Context: an optimization exercise on an open-source flow, tuned for small area. The choices shown serve that exercise and are no tape-out recipe. Only simulation tests tie the RTL to the original design; equivalence was not proved. Power is estimated from default activity; no workload was simulated.

--- flow/design.v ---
module ClockDivider100(clk, reset, clk100, tick);
	input clk;
	input reset;
	output reg clk100;
	output wire tick; 
	reg [27:0] counter;
	parameter dnew = 16;
	always @(posedge clk)
		begin
			if(reset)
				begin
					counter <= 28'd0;
					clk100 <= 1'b0;
				end
			else
				begin
					counter <= counter + 28'd1;
						if(counter>= (dnew-1))
							counter <= 28'd0;
							clk100 <= (counter<dnew/2)?1'b1:1'b0;
				end
		end
	assign tick = ~clk100 & ((counter<dnew/2)?1'b1:1'b0);
endmodule
module RockPaperScissorCases(Clock, reset, tick, state, fpgachoice, LEDn, choice, h0, h1, h2, h3 , h4, h5, ctn, score,wins,losses);
	input Clock;
	input reset;
	input tick;
	input [1:0] state;
	input [1:0] score;
	input [2:0] choice;
	input [7:0] ctn;
	input [7:0] fpgachoice;
	input [3:0] wins;
	input [3:0] losses;
	output wire [9:0] LEDn;
	output wire [7:0] h0;
	output wire [7:0] h1;
	output wire [7:0] h2;
	output wire [7:0] h3;
	output wire [7:0] h4;
	output wire [7:0] h5;
	reg [9:0] LED;
	reg [7:0] a0;
	reg [7:0] a1;
	reg [7:0] a2;
	reg [7:0] a3;
	reg [7:0] a4;
	reg [7:0] a5;
	always@ (posedge Clock)
		if(reset)
		begin
		LED <= 0;
		a0 <= 0;
		a1 <= 0;
		a2 <= 0;
		a3 <= 0;
		a4 <= 0;
		a5 <= 0;
		end
		else if(tick)
		begin
		if(state == 0)
			begin
				LED[9:0] <= 10'b0000000000;
				a1 <= 64;
				a3<=0;
				a4<=0;
				a5<=0;
				if(wins == 0)
				a2 <= 7'b0111111;
				if(wins == 1)
				a2 <= 7'b0000110;
				if(wins == 2)
				a2 <= 7'b1011011;
				if(wins == 3)
				a2 <= 7'b1001111;
				if(wins == 4)
				a2 <= 7'b1100110;
				if(wins == 5)
				a2 <= 7'b1101101;
				if(wins == 6)
				a2 <= 7'b1111101;
				if(wins == 7)
				a2<= 7'b0000111;
				if(wins == 8)
				a2 <= 7'b1111111;
				if(wins == 9)
				a2<= 7'b1101111;
				if(losses == 0)
				a0 <= 7'b0111111;
				if(losses == 1)
				a0 <= 7'b0000110;
				if(losses == 2)
				a0 <= 7'b1011011;
				if(losses == 3)
				a0 <= 7'b1001111;
				if(losses == 4)
				a0 <= 7'b1100110;
				if(losses == 5)
				a0 <= 7'b1101101;
				if(losses == 6)
				a0 <= 7'b1111101;
				if(losses == 7)
				a0<= 7'b0000111;
				if(losses == 8)
				a0 <= 7'b1111111;
				if(losses == 9)
				a0<= 7'b1101111;
			end
			else if(state == 1)
			begin
				LED[9:0] <= 10'b1000000000;
				if(fpgachoice<19) 
				begin
				a0 <= 57;
				a1 <= 57;
				a2 <= 63;
				a3 <= 49;
				a4 <= 0;
				a5 <= 0;
				end
				else if(fpgachoice<39) 
				begin
				a0 <= 49;
				a1 <= 121;
				a2 <= 115;
				a3 <= 119;
				a4 <= 115;
				a5 <= 0;
				end
				else if(fpgachoice<59) 
				begin
				a0 <= 49;
				a1 <= 63;
				a2 <= 109;
				a3 <= 6;
				a4 <= 57;
				a5 <= 109;
				end
				else if(fpgachoice<79) 
				begin
				a0 <= 94;
				a1 <= 49;
				a2 <= 119;
				a3 <= 109;
				a4 <= 6;
				a5 <= 56;
				end
				else if(fpgachoice<99) 
				begin
				a0 <= 57;
				a1 <= 57;
				a2 <= 63;
				a3 <= 115;
				a4 <= 109;
				a5 <= 0;
				end
			end
			else if(state == 2)
			begin
			if(score == 1)
			begin
			if(ctn < 10)
			LED[9:0] <= 10'b1000000000;
			else if(ctn < 20)
			LED[9:0] <= 10'b0100000000;
			else if(ctn < 30)
			LED[9:0] <= 10'b0010000000;
			else if(ctn < 40)
			LED[9:0] <= 10'b0001000000;
			else if(ctn < 50)
			LED[9:0] <= 10'b0000100000;
			else if(ctn < 60)
			LED[9:0] <= 10'b0000010000;
			else if(ctn < 70)
			LED[9:0] <= 10'b0000001000;
			else if(ctn < 80)
			LED[9:0] <= 10'b0000000100;
			else if(ctn < 90)
			LED[9:0] <= 10'b0000000010;
			else if(ctn < 100)
			LED[9:0] <= 10'b0000000001;
			else if(ctn > 100)
			LED[9:0] <= 10'b1111111111;
			a0 <= 55;
			a1 <= 6;
			a2 <= 62;
			a3 <= 62;
			a4 <= 0;
			a5 <= 0;
			end
			else if(score == 2)
			begin
			a0 <= 121;
			a1 <= 6;
			a2 <= 78;
			a3 <= 0;
			a4 <= 0;
			a5 <= 0;
			end
			else
			begin
			a0 <= 109;
			a1 <= 109;
			a2 <= 63;
			a3 <= 6;
			a4 <= 0;
			a5 <= 0;
			LED[9:0] <= 0;
			end
			end
		end
		assign LEDn = LED;
		assign h0 = a0;
		assign h1 = a1;
		assign h2 = a2;
		assign h3 = a3;
		assign h4 = a4;
		assign h5 = a5;
endmodule
module RockPaperScissor(
	input 		          		MAX10_CLK1_50,
	input 		          		reset,
	output		     [7:0]		HEX0,
	output		     [7:0]		HEX1,
	output		     [7:0]		HEX2,
	output		     [7:0]		HEX3,
	output		     [7:0]		HEX4,
	output		     [7:0]		HEX5,
	input 		     [1:0]		KEY,
	output		     [9:0]		LEDR,
	input 		     [9:0]		SW
);
	wire OnOff = SW[0];
	wire R = SW[1];
	wire P = SW[2];
	wire S = SW[3];
	wire L = SW[4];
	wire Sp = SW[5];
	wire restart = ~KEY[1];
	wire clk = MAX10_CLK1_50;
	wire clk100HZ;
	wire tick100HZ;
	wire [9:0] LED_N;
	wire [7:0] H0;
	wire [7:0] H1;
	wire [7:0] H2;
	wire [7:0] H3;
	wire [7:0] H4;
	wire [7:0] H5;
	reg [1:0] state_reg;
	reg [2:0] choice;
	reg [7:0] counter;
	reg [7:0] fpgachoice;
	reg [8:0] delay;
	reg [1:0] score;
	reg [3:0] wins;
	reg [3:0] losses;
	parameter idle = 2'b00;
	parameter pick = 2'b01;
	parameter result = 2'b10;
	parameter display = 2'b11;
	always@(posedge clk)
		if(reset)
		fpgachoice <= 0;
		else if(tick100HZ)
		begin
		fpgachoice <= fpgachoice + 1;
		if(fpgachoice == 99)
		fpgachoice <= 0;
		end
	always @(posedge clk)
		if(reset)
		begin
		state_reg <= idle;
		choice <= 0;
		counter <= 0;
		delay <= 0;
		score <= 0;
		wins <= 0;
		losses <= 0;
		end
		else if(tick100HZ)
		begin 
		if(restart)
		begin
		wins <= 0;
		losses <= 0;
		end
			case (state_reg) 
				idle:		if(OnOff & R)
								begin
								state_reg <= pick;
								choice <= 1;
								end
							else if(OnOff & P)
								begin
								state_reg <= pick;
								choice <= 2;
								end
							else if(OnOff & S)
								begin
								state_reg <= pick;
								choice <= 3;
								end
							else if(OnOff & L)
								begin
								state_reg <= pick;
								choice <= 4;
								end
							else if(OnOff & Sp)
								begin
								state_reg <= pick;
								choice <= 5;
								end
							else state_reg <= idle;
				pick:		if(OnOff & (fpgachoice > 0)) 
							begin
								state_reg <= display;
								if(choice == 1 & fpgachoice < 19) 
								begin
								score <= 2; 
								end
								else if(choice == 2 & fpgachoice < 19)  
								begin
								score <= 1;
								wins <= wins + 1; 
								end
								else if(choice == 3 & fpgachoice < 19) 
								begin
								score <= 3;
								losses <= losses + 1; 
								end
								else if(choice == 4 & fpgachoice < 19) 
								begin
								score <= 3;
								losses <= losses + 1;
								end
								else if(choice == 5 & fpgachoice < 19)
								begin
								score <= 1;
								wins <= wins +1;
								end
								else if(choice == 1 & fpgachoice < 39)
								begin
								score <= 1;
								losses<=losses+1;
								end
								else if(choice == 2 & fpgachoice < 39)
								begin
								score <= 2;
								end
								else if(choice == 3 & fpgachoice < 39)
								begin
								score <= 1;
								wins<=wins+1;
								end
								else if(choice == 4 & fpgachoice < 39)
								begin
								score <= 1;
								wins<=wins + 1;
								end
								else if(choice == 5 & fpgachoice < 39)
								begin
								score <= 3;
								losses<=losses+1;
								end
								else if(choice == 1 & fpgachoice < 59)
								begin
								score <= 1;
								wins<=wins+1;
								end
								else if(choice == 2 & fpgachoice < 59)
								begin
								score <= 3;
								losses<=losses+1;
								end
								else if(choice == 3 & fpgachoice < 59)
								begin
								score <= 2;
								end
								else if(choice == 4 & fpgachoice < 59)
								begin
								score <= 3;
								losses<=losses + 1;
								end
								else if(choice == 5 & fpgachoice < 59)
								begin
								score <= 1;
								wins<=wins+1;
								end
								else if(choice == 1 & fpgachoice < 79)
								begin
								score <= 1;
								wins<=wins+1;
								end
								else if(choice == 2 & fpgachoice < 79)
								begin
								score <= 3;
								losses<=losses+1;
								end
								else if(choice == 3 & fpgachoice < 79)
								begin
								score <= 1;
								wins<=wins+1;
								end
								else if(choice == 4 & fpgachoice < 79)
								begin
								score <= 2;
								end
								else if(choice == 5 & fpgachoice < 79)
								begin
								score <= 3;
								losses<=losses+1;
								end
								else if(choice == 1 & fpgachoice < 99)
								begin
								score <= 3;
								losses<=losses+1;
								end
								else if(choice == 2 & fpgachoice < 99)
								begin
								score <= 1;
								wins<=wins+1;
								end
								else if(choice == 3 & fpgachoice < 99)
								begin
								score <= 3;
								losses<=losses+1;
								end
								else if(choice == 4 & fpgachoice < 99)
								begin
								score <= 1;
								wins<=wins+1;
								end
								else if(choice == 5 & fpgachoice < 99)
								begin
								score <= 2;
								end
							end
							else								  state_reg <= pick;
				display: if(OnOff & (delay>200))
							begin
							state_reg <= result;
							delay <= 0; 
							end
							else
							begin
							state_reg <= display;
							delay <= delay +1; 
							end
				result:	if(!OnOff)
							begin
							score <= 0; 
							state_reg <= idle;
							end
							else					
							begin
							state_reg <= result;
							counter <= counter + 1;
							if(counter >120)
							counter <= 0; 
							end
				default:										state_reg <= idle;
			endcase
		end
	ClockDivider100 CLK_MUT(clk, reset, clk100HZ, tick100HZ);
	RockPaperScissorCases Cases_MUT(clk, reset, tick100HZ, state_reg, fpgachoice, LED_N, choice, H0, H1, H2, H3, H4, H5, counter, score, wins,losses);
	assign LEDR = LED_N;
	assign HEX0 = ~H0;
	assign HEX1 = ~H1;
	assign HEX2 = ~H2;
	assign HEX3 = ~H3;
	assign HEX4 = ~H4;
	assign HEX5 = ~H5;
endmodule
--- flow/run.sh ---
#!/bin/bash
# synth_recipe.tcl (not shown) runs the flow's synth.tcl, then flattens the netlist and writes it again
# the make line also repeats each setting of config.mk as NAME=value (left out here)
make -C /OpenROAD-flow-scripts/flow DESIGN_CONFIG=/design/flow/config.mk WORK_HOME=/design/flow/orfs CLKGATE_MAP_FILE= SYNTH_SCRIPT=/design/flow/synth_recipe.tcl finish
--- flow/config.mk ---
export PLATFORM = sky130hd
export DESIGN_NAME = RockPaperScissor
export DESIGN_NICKNAME = RockPaperScissor
export VERILOG_FILES = /design/flow/design.v
export SDC_FILE = /design/flow/constraint.sdc
export NUM_CORES = 4
export LEC_CHECK = 0
export CAP_MARGIN = 20
export CORE_MARGIN = 2
export CORE_UTILIZATION = 40
export PLACE_DENSITY = 0.6
export SLEW_MARGIN = 20
--- flow/constraint.sdc ---
create_clock -name core_clock -period 5.0 [get_ports {MAX10_CLK1_50}]
set_input_delay 1.0000 -clock core_clock [delete_from_list [all_inputs] [get_ports {MAX10_CLK1_50}]]
set_output_delay 1.0000 -clock core_clock [all_outputs]
set_load 0.01 [all_outputs]
==> run summary <==
-- cell usage in the layout (no fill, tap or decap), types with 7 or more instances in the layout --
cell / instances
sky130_fd_sc_hd__dfxtp_1: 115
sky130_fd_sc_hd__or3_1: 14
sky130_fd_sc_hd__o22ai_1: 8
sky130_fd_sc_hd__mux2i_1: 11
sky130_fd_sc_hd__o21ai_0: 39
sky130_fd_sc_hd__a21oi_1: 82
sky130_fd_sc_hd__o31ai_1: 10
sky130_fd_sc_hd__nor2_1: 95
sky130_fd_sc_hd__ha_1: 22
sky130_fd_sc_hd__nor2b_1: 7
sky130_fd_sc_hd__o21bai_1: 7
sky130_fd_sc_hd__xor2_1: 10
sky130_fd_sc_hd__nand2_1: 77
sky130_fd_sc_hd__inv_1: 64
sky130_fd_sc_hd__clkbuf_16: 17
sky130_fd_sc_hd__xnor2_1: 10
sky130_fd_sc_hd__nand3_1: 21
sky130_fd_sc_hd__conb_1: 31
sky130_fd_sc_hd__nor4_1: 9
sky130_fd_sc_hd__nand2b_1: 8
sky130_fd_sc_hd__nand4_1: 12
sky130_fd_sc_hd__clkdlybuf4s50_1: 58
sky130_fd_sc_hd__o211ai_1: 8
sky130_fd_sc_hd__buf_4: 9
sky130_fd_sc_hd__a211oi_1: 16
sky130_fd_sc_hd__a31oi_1: 15
sky130_fd_sc_hd__nor3_1: 36
-- power groups by stage --
stage               Combinational, mW  Sequential (mW)  Clock (mW)
global placement               0.0324            0.950           0
finish                         0.0327            0.930        1.20
detailed placement             0.0329            0.949           0
CTS                            0.0327            0.930        1.22
global route                   0.0367            0.930        1.26
floorplan                      0.0225            0.949           0
-- kinds of logic after synthesis --
family,count (synthesis),share of synthesized area (%)
AND/OR/NAND/NOR,310,22.71
AO/OA/AOI/OAI,244,24.58
buffers and inverters,132,8.423
flip-flops,115,35.38
adder cells (fa/ha/maj),22,4.231
XOR/XNOR,20,2.692
multiplexers,12,1.865
other,2,0.1154
-- worst max-delay path by stage --
stage	start	end	slack, ns	depth (start not counted)
detailed placement	CLK_MUT.counter[10]$_SDFF_PP0_	Cases_MUT.a0[3]$_SDFFE_PP0P_	1.74	8
global placement	CLK_MUT.counter[10]$_SDFF_PP0_	Cases_MUT.a0[3]$_SDFFE_PP0P_	1.75	8
finish	fpgachoice[0]$_SDFFE_PP0P_	losses[3]$_SDFFE_PP0P_	1.76	7
CTS	CLK_MUT.counter[10]$_SDFF_PP0_	Cases_MUT.a0[3]$_SDFFE_PP0P_	1.74	8
global route	CLK_MUT.counter[15]$_SDFF_PP0_	Cases_MUT.a0[3]$_SDFFE_PP0P_	1.49	8
floorplan	state_reg[1]$_SDFFE_PP0P_	Cases_MUT.LED[9]$_SDFFE_PP0P_	2.35	10
-- metrics by stage --
| stage | util, % | instances | hold slack, ns |
|---|---|---|---|
| global route | 49.29 | 1134 | 0.4619 |
| CTS | 49.29 | 1134 | 0.4520 |
| detailed placement | 45.64 | 1103 | 0.4462 |
| global placement | 45.60 | 1103 | 0.4420 |
| finish | 49.29 | 1134 | 0.4477 |
| floorplan | - | 886 | 0.4198 |
-- per-layer routing --
layer,global-route usage (%),part of all wire [%]
met5,0,0
met1,26.34,47
met2,31.15,46
met3,4.437,5.9
met4,5.495,1.1
-- cell type report --
cell class,count,area share (%)
well taps,216,3.452
clock buffers,22,6.056
repair buffers,68,8.341
inverters,65,3.116
multi-input cells,639,48.29
flip-flops and latches,115,29.40
clock inverters,9,1.342
==> run summary <==
Timing:
- The post-layout worst setup margin is 1.764 ns.
- The worst-case headroom to the max-slew limit is 30.12%.
- The number of hold violations in the final report is 0.
- The largest clock skew in the final design is 0.006022 ns.
- The highest clock rate is 309.1 MHz.
- The count of final max-slew check failures is 0.
- Setup repair after global routing left no endpoint under its margin.
- At the pin with the least slew margin, the transition time is 1.048 ns.
- The clock period minus final worst setup slack is 3.236 ns.
- Setup violations remaining at the end of the flow were counted as 0.
- The period utilization is 64.71%.
- The final-layout setup total negative slack is 0 ns.

Finish:
- In the final layout, the registers with the most flip-flops are CLK_MUT.counter x28, Cases_MUT.LED x10, delay x9.
- The fraction of final layout cells with drive strength greater than 1 is 5.773%.
- The total of fill cells in the finished design is 1,637.
- The post-route cell area is 7830 um^2.
- The number of flip-flops under the largest register name is 28.
- The number of antenna diodes in the final layout is 0.
- The largest register by flop count is CLK_MUT.counter.
- The net count of the finished layout is 942.
- The area taken by flip-flops and latches is 2302 um^2.
- The area growth from synthesis to layout is 20.35%.
- The multi-input combinational cell area is 3781 um^2.

Critical path:
- Among all stages on the critical path, the largest delay is contributed by sky130_fd_sc_hd__a311oi_1.
- Of all nets on the critical path, the largest fanout is 12.
- At the worst endpoint, the arrival time is 3.53 ns.
- For the worst setup path, the data required time is 5.30 ns.
- STA classifies the critical path endpoint as a flop.
- The critical path goes through ha_1 -> a211oi_1 -> o21ai_1 -> or3_1 -> a311oi_1 -> nor2_1 -> a311o_1.
- Measured in cells, the most critical reg-to-reg path has a length of 7.
- Counting both buffers and inverters, the worst setup path holds a total of 0.
- STA classifies the critical path startpoint as a flop.
- The family with the most delay on the worst path is compound AO/OA/AOI/OAI gates.
- The highest cell delay on the worst timing path is 0.73 ns.
- The startpoint identified for the worst register-to-register timing path is fpgachoice[0]$_SDFFE_PP0P_.
- The category of the critical setup timing path is flop to flop.
- The minimum setup slack among reg-to-reg paths is 1.76 ns.
- The critical register-to-register path endpoint is losses[3]$_SDFFE_PP0P_.

Place:
- Port buffering added 59 buffers.
- Routability-driven placement finished with a final weighted congestion of 0.9227.
- After detailed placement, the total cell area comes to 7251 um^2.
- Prior to clock tree synthesis, the placed netlist has a worst setup slack of 1.744 ns.
- Detailed placement ended at an HPWL of 11,720 um.

Global routing:
- Entering global routing, the biggest net connects 36 pins.
- The number of global-route vias before repair is 5,684.
- The first global-routing pass estimated 28,040 um of wire.
- Summed over all layers, the global routing overflow is 0.
- The number of antenna violations at the first check in global routing was 0.
- Global routing used 19.49% of the available tracks.

Clock tree:
- The setup fix buffers added after clock tree synthesis is 0.
- The cell chosen for the clock root is sky130_fd_sc_hd__clkbuf_16.
- Buffers inserted during clock tree synthesis total 17.
- At the later pin of the worst-skew pair, clock insertion delay measures 0.41 ns.
- The CTS sink count is 115.
- The H-tree was split into 4 levels.
- The longest clock path from root to sink contains 2 buffers.
- The number of resized instances in the post-cts repair step is 0.
- The clock tree from TritonCTS is built.
- After clock tree synthesis, the clock-pin slew on the worst setup and hold paths is 0.05 ns.
- The hold buffer count at cts is 0.

Synthesis:
- The mapped cell area is 6506 um^2.
- The number of enable-type register cells in the synthesized netlist is 0.
- The number of different library cells in the post-synthesis netlist is 70.
- The count of synthesis-stage warnings from yosys is 3.
- By count the netlist is led by sky130_fd_sc_hd__dfxtp_1 (115), sky130_fd_sc_hd__nor2_1 (95), sky130_fd_sc_hd__a21oi_1 (82).
- Synthesis inferred 115 register bits.
- The sequential share of the synthesized area is 35.38%.
- Synthesis produced 857 cells.
- The synthesized design devotes to its leading area cell type 35.38% of total area.
- For this run, asynchronously set or reset flops after synthesis account for 0%.
- In the post-synthesis netlist, the biggest area contributors are sky130_fd_sc_hd__dfxtp_1 (35%), sky130_fd_sc_hd__a21oi_1 (6.3%), sky130_fd_sc_hd__nor2_1 (5.5%), sky130_fd_sc_hd__nand2_1 (4.4%), sky130_fd_sc_hd__ha_1 (4.2%).
- The leading register cell type out of synthesis is sky130_fd_sc_hd__dfxtp_1.
- In the post-synthesis netlist, the cell with the most instances is sky130_fd_sc_hd__dfxtp_1.
- After synthesis, the mean cell area works out to 7.592 um^2.
- The biggest area contributor in the post-synthesis netlist is sky130_fd_sc_hd__dfxtp_1.

Worst hold path:
- In this run the most critical hold path is launched from CLK_MUT.counter[0]$_SDFF_PP0_.
- The hold path endpoint is CLK_MUT.counter[0]$_SDFF_PP0_.
- The hold path depth is 1.
- The path class of the tightest hold or removal check is flop to flop.

Power and ir drop:
- The net switching component of the power is 0.4561 mW.
- In this run the power density over the cells is 275.8 nW/um^2.
- In this run, flip-flops and latches consume 43.1% of the power.
- The analysis attributes to cell leakage a power of 2.786 nW.
- The clock group share of total power is 55.4%.
- In this run switching power makes up 21.12% of total power.
- Across the VDD grid, the largest voltage drop is 0.3035 mV.
- The proportion of power drawn by combinational gates is 1.5%.
- Power comes to 2.159 mW.
- The internal power of the cells totals 1.703 mW.

Drt:
- The detailed-router iteration count before antenna repair is 6.
- Summed over all layers, the routed wires come to 16,920 um.
- The first routing iteration left 342 violations.
- The number of nets with antenna violations after routing is 0.
- In the routed layout, each cell is associated on average with a via count of 5.456.
- The number of vias in the routed layout is 6,187.
- In the routed design, unresolved DRC markers number 0.
- The post-detailed-route wirelength per cell is 14.92 um.

Floorplanning:
- The die covers 17,300 um^2.
- The number of placement rows is 46.
- In this run the count of I/O pins placed on the die edge is 72.
- The starting density of the core is 40.96%.
- The die is 131.5 um wide.
- The die extent in y is 131.5 um.
- The area of the placeable core is 15,890 um^2.

Run:
- The max-cap check violation count is 0.

Run status:
- The flow ran to the end and the layout has no timing, DRC or antenna violations.

afterwards: timing with drivers on the ports:
Ports are ideal in the flow. The routed layout listed here was re-timed in OpenROAD. Step 1 (the two cells are an assumption about what drives the block):
set clk [get_ports {MAX10_CLK1_50}]
set_driving_cell -lib_cell sky130_fd_sc_hd__clkbuf_16 $clk
set_driving_cell -lib_cell sky130_fd_sc_hd__buf_2 [delete_from_list [all_inputs] $clk]
Step 2 moves the port delays by t, midway between the first and last clock arrival at a register: inputs arrive t later, outputs are due t later. That takes back most of the time a late clock gives input paths. Three values: ideal, step 1, step 2; two values: the first two.
shift t [ns]: 0.454
setup slack, ns: 1.764 / 1.764 / 1.742
worst setup path at the end: input to register
clock arrival spread, ns: 0.006 / 0.006
worst register clock-pin slew, ns: 0.06 / 0.06
After both steps setup and hold are still met in this run. The setup slack of this run moves by 0.000 ns with the drivers and by -0.022 ns with both steps.
